What follows belongs to an exercise in optimizing a design on an open flow for small area and a short achievable clock period; a production flow would make more cautious choices.
The RTL was checked by simulation tests, not by an equivalence proof against the original design.
No activity file was given, so power comes from the tool's default toggle rates.

Design lc4_processor, start of the top module:
module lc4_processor
   (input  wire        clk,
    input  wire        rst,
    input  wire        gwe,
    output wire [15:0] o_cur_pc,
    input  wire [15:0] i_cur_insn,
    output wire [15:0] o_dmem_addr,
    input  wire [15:0] i_cur_dmem_data,
    output wire        o_dmem_we,
    output wire [15:0] o_dmem_towrite,
    output wire [1:0]  test_stall,
    output wire [15:0] test_cur_pc,
    output wire [15:0] test_cur_insn,
    output wire        test_regfile_we,
    output wire [2:0]  test_regfile_wsel,
    output wire [15:0] test_regfile_data,
    output wire        test_nzp_we,
    output wire [2:0]  test_nzp_new_bits,
    output wire        test_dmem_we,
    output wire [15:0] test_dmem_addr,
    output wire [15:0] test_dmem_data);
Settings: LEC_CHECK=0, ABC_AREA=1, CAP_MARGIN=20, CORE_MARGIN=2, CORE_UTILIZATION=55, CTS_BUF_LIST=sky130_fd_sc_hd__clkbuf_8, SLEW_MARGIN=20; clock period 40.0 ns.
standard.sh (not shown) runs the stock make flow with config.mk's settings and CLKGATE_MAP_FILE= SYNTH_SCRIPT=/design/flow/synth_recipe.tcl, a recipe that flattens the netlist after the stock synthesis.
==> flow/flow/run.sh <==
#!/bin/bash
set -eo pipefail
cd "$(dirname "$0")/.."
export BUFFER_PORTS_ARGS="-buffer_cell sky130_fd_sc_hd__buf_1"
SETUP_SLACK_MARGIN=27 bash standard.sh cts > standard_cts.log 2>&1
bash standard.sh > standard.log 2>&1
The first run finished with timing, DRC and antenna clean.
Change:
==> flow/flow/run.sh (replaced) <==
#!/bin/bash
set -eo pipefail
cd "$(dirname "$0")/.."
export BUFFER_PORTS_ARGS="-buffer_cell sky130_fd_sc_hd__buf_1"
SETUP_SLACK_MARGIN=27.6 bash standard.sh cts > standard_cts.log 2>&1
bash standard.sh > standard.log 2>&1
CORE_UTILIZATION = 40   (was 55)
CTS_BUF_LIST = sky130_fd_sc_hd__clkbuf_4   (was sky130_fd_sc_hd__clkbuf_8)
Outcome: The changed run produced a clean layout; combinational power climbs by about 8%; count of clock-buffer cells in the layout climbs by 68; clock skew climbs by 0.042 ns; flip-flop and latch count does not change; first-iteration DRC count drops by 13%; die area climbs by about 37%; wire length climbs by about 6.5%.
Change:
==> flow/flow/run.sh (replaced) <==
#!/bin/bash
set -eo pipefail
cd "$(dirname "$0")/.."
export BUFFER_PORTS_ARGS="-buffer_cell sky130_fd_sc_hd__buf_1"
SETUP_SLACK_MARGIN=29 bash standard.sh cts > standard_cts.log 2>&1
bash standard.sh > standard.log 2>&1
CTS_BUF_LIST = sky130_fd_sc_hd__clkbuf_8   (was sky130_fd_sc_hd__clkbuf_4)
Effect:
- The new run passed the timing, DRC and antenna checks
- power rises by about a fifth
- sequential power stays flat
- routed wire length rises slightly
- global-route usage rises by 0.52 points
- hold slack is better by 0.0093 ns
Change:
==> flow/run.sh (new file) <==
#!/bin/bash
# synth_recipe.tcl (not shown) runs the flow's synth.tcl, then flattens the netlist and writes it again
# the make line also repeats each setting of config.mk as NAME=value (left out here)
make -C /OpenROAD-flow-scripts/flow DESIGN_CONFIG=/design/flow/config.mk WORK_HOME=/design/flow/orfs CLKGATE_MAP_FILE= SYNTH_SCRIPT=/design/flow/synth_recipe.tcl finish
CTS_BUF_LIST = unset   (was sky130_fd_sc_hd__clkbuf_8)
removed: flow/flow/run.sh
removed: flow/standard.sh
The new run finished with timing, DRC and antenna clean.
Final area went down by roughly a tenth.
Maximum frequency went down by a quarter to a third.
Final cell count went down by a few percent.
Setup slack degrades by 4.0 ns.
Wire length went down by a few percent.
Register-to-register slack degrades by 4.0 ns.

Setup of run A:
lc4_processor again, from the RTL that the note above started with.
// lc4_processor
module lc4_processor
   (input  wire        clk,
    input  wire        rst,
    input  wire        gwe,
    output wire [15:0] o_cur_pc,
    input  wire [15:0] i_cur_insn,
    output wire [15:0] o_dmem_addr,
    input  wire [15:0] i_cur_dmem_data,
    output wire        o_dmem_we,
    output wire [15:0] o_dmem_towrite,
    output wire [1:0]  test_stall,
    output wire [15:0] test_cur_pc,
    output wire [15:0] test_cur_insn,
    output wire        test_regfile_we,
    output wire [2:0]  test_regfile_wsel,
    output wire [15:0] test_regfile_data,
    output wire        test_nzp_we,
    output wire [2:0]  test_nzp_new_bits,
    output wire        test_dmem_we,
    output wire [15:0] test_dmem_addr,
    output wire [15:0] test_dmem_data);
==> flow/config.mk <==
export PLATFORM = sky130hd
export DESIGN_NAME = lc4_processor
export DESIGN_NICKNAME = lc4_processor
export VERILOG_FILES = /design/flow/design.v
export SDC_FILE = /design/flow/constraint.sdc
export NUM_CORES = 4
export LEC_CHECK = 0
export ABC_AREA = 1
export CAP_MARGIN = 20
export CORE_MARGIN = 2
export CORE_UTILIZATION = 40
export SLEW_MARGIN = 20
==> flow/constraint.sdc <==
create_clock -name core_clock -period 40.0 [get_ports {clk}]
set_input_delay 8.0000 -clock core_clock [delete_from_list [all_inputs] [get_ports {clk}]]
set_output_delay 8.0000 -clock core_clock [all_outputs]
set_load 0.01 [all_outputs]
==> flow/flow/run.sh <==
#!/bin/bash
set -eo pipefail
cd "$(dirname "$0")/.."
SETUP_SLACK_MARGIN=27 bash standard.sh cts > standard_cts.log 2>&1
bash standard.sh > standard.log 2>&1
The inputs of run B differ from those of run A as listed below.
==> flow/flow/run.sh <==
#!/bin/bash
set -o pipefail
cd "$(dirname "$0")/.."
export SETUP_SLACK_MARGIN=27
bash standard.sh > standard.log 2>&1
--- outcome ---
Per the comparison of run B with run A, footprint of the flip-flops and latches held; sequential share of cell area went down 2.3 points.
Compared with run A, in run B final critical delay including setup and external delays now smaller, first-iteration DRC count now larger.
Edits applied to the flow inputs when going from run B to run C:
- CTS_BUF_LIST: unset -> sky130_fd_sc_hd__clkbuf_8
==> flow/flow/run.sh <==
#!/bin/bash
set -eo pipefail
cd "$(dirname "$0")/.."
export BUFFER_PORTS_ARGS="-buffer_cell sky130_fd_sc_hd__buf_1"
SETUP_SLACK_MARGIN=27 bash standard.sh cts > standard_cts.log 2>&1
bash standard.sh > standard.log 2>&1
[summary]
Measured against each other, run C and run B differ in switching part of the total, the higher figure coming from run C. Run C has placed wire-length estimate after detailed placement below what run B had. Critical path arrival: run C higher than run B. Detailed-routing iteration count for the pre-antenna-repair pass: lower on run B. Final instance area (run C / run B): 0.860. [compare] base=run B new=run C: max-slew headroom at the worst pin shows an increase of 0.43 points; sum of routed wire length over all layers shows a reduction of 5.3%; met3 wirelength from detailed routing shows a reduction of 10%; placer congestion estimate shows an increase of 0.60%.
Edits applied to the flow inputs when going from run C to run D:
- TNS_END_PERCENT: unset -> 5
==> comparison <==
Comparing run D against run C, there is no change at all in multiplexer share of the synthesized area.
Looking at final critical path time including I/O delays and setup, run D sits above run C.
Run C -> run D: average routed wire per standard cell flat
Run C and run D ended up with nearly the same share of power burned in the clock network.
Looking at critical path startpoint, the x_r2sel_reg.state[1] result is from run D; the x_r2sel_reg.state[0] one comes from run C.

Another version of the RTL of lc4_processor (not shown whole).
Size: roughly 5200 cells after synthesis, ~380 flip-flops, about 180 I/O pins, roughly 0.033 mm² of cells after synthesis.
==> flow/config.mk <==
export PLATFORM = sky130hd
export DESIGN_NAME = lc4_processor
export DESIGN_NICKNAME = lc4_processor
export VERILOG_FILES = /design/flow/design.v
export SDC_FILE = /design/flow/constraint.sdc
export NUM_CORES = 4
export LEC_CHECK = 0
export ABC_AREA = 1
export CAP_MARGIN = 20
export CORE_MARGIN = 2
export CORE_UTILIZATION = 50
export CTS_BUF_LIST = sky130_fd_sc_hd__clkbuf_8
export CTS_CLUSTER_SIZE = 20
export PLACE_DENSITY = 0.7
export SLEW_MARGIN = 20
==> flow/constraint.sdc <==
create_clock -name core_clock -period 40.0 [get_ports {clk}]
set_input_delay 8.0000 -clock core_clock [delete_from_list [all_inputs] [get_ports {clk}]]
set_output_delay 8.0000 -clock core_clock [all_outputs]
set_load 0.01 [all_outputs]
==> flow/flow/run.sh <==
#!/bin/bash
set -eo pipefail
cd "$(dirname "$0")/.."
export BUFFER_PORTS_ARGS="-buffer_cell sky130_fd_sc_hd__buf_1"
SETUP_SLACK_MARGIN=28 bash standard.sh cts > standard_cts.log 2>&1
bash standard.sh > standard.log 2>&1
Change:
CTS_CLUSTER_SIZE = not set   (was 20)
The new run finished with timing, DRC and antenna clean.
Design area is unchanged.
Power is unchanged.
Maximum frequency stays the same.
Via count does not change.
Cell count stays the same.
Non-clock buffer count is unchanged.
Area after synthesis does not change.
Clock-buffer cell count stays the same.
Routed wire length does not change.
First-iteration DRC count is unchanged.

[re-timing with driven ports]
In the flow no input, the clock included, has a driving cell. The finished layouts below were timed again as built, in two steps.
Step 1 sets driving cells, clkbuf_16 on the clock port and buf_2 on the other inputs (assumed; they add their load-dependent delay and slew).
Step 2, shift: input delay + t, output delay - t, t = (earliest + latest rising clock arrival at the registers) / 2. This alone moves slack from input paths to output paths.
Slacks: no drivers / after step 1 / after step 2; pairs: no drivers / after step 1.
| run | t, ns | setup slack, ns | hold WS [ns] | worst setup path at the end | worst data-port slew with drivers (ns) |
|---|---|---|---|---|---|
| the first run of note 1 | 0.661 | 26.436 / 26.436 / 26.436 | 0.420 / 0.420 / 0.420 | register to register | 0.06 |
| the second run of note 1 | 0.831 | 27.077 / 27.077 / 27.077 | 0.404 / 0.404 / 0.404 | register to register | 0.07 |
| the third run of note 1 | 0.680 | 27.280 / 27.280 / 27.280 | 0.413 / 0.413 / 0.413 | register to register | 0.05 |
| the fourth run of note 1 | 0.594 | 23.326 / 23.326 / 23.326 | 0.417 / 0.417 / 0.417 | register to register | 0.05 |
| run A | 0.593 | 26.634 / 26.634 / 26.634 | 0.418 / 0.418 / 0.418 | register to register | 0.05 |
| run B | 0.596 | 27.058 / 27.058 / 27.058 | 0.418 / 0.418 / 0.418 | register to register | 0.05 |
| run C | 0.677 | 26.595 / 26.595 / 26.595 | 0.406 / 0.406 / 0.406 | register to register | 0.08 |
| run D | 0.671 | 26.170 / 26.170 / 26.170 | 0.408 / 0.408 / 0.408 | register to register | 0.07 |
| the first run of note 3 | 0.702 | 27.524 / 27.524 / 27.524 | 0.419 / 0.419 / 0.419 | register to register | 0.05 |
| the second run of note 3 | 0.702 | 27.524 / 27.524 / 27.524 | 0.419 / 0.419 / 0.419 | register to register | 0.05 |
After both steps setup and hold are still met in every run listed.
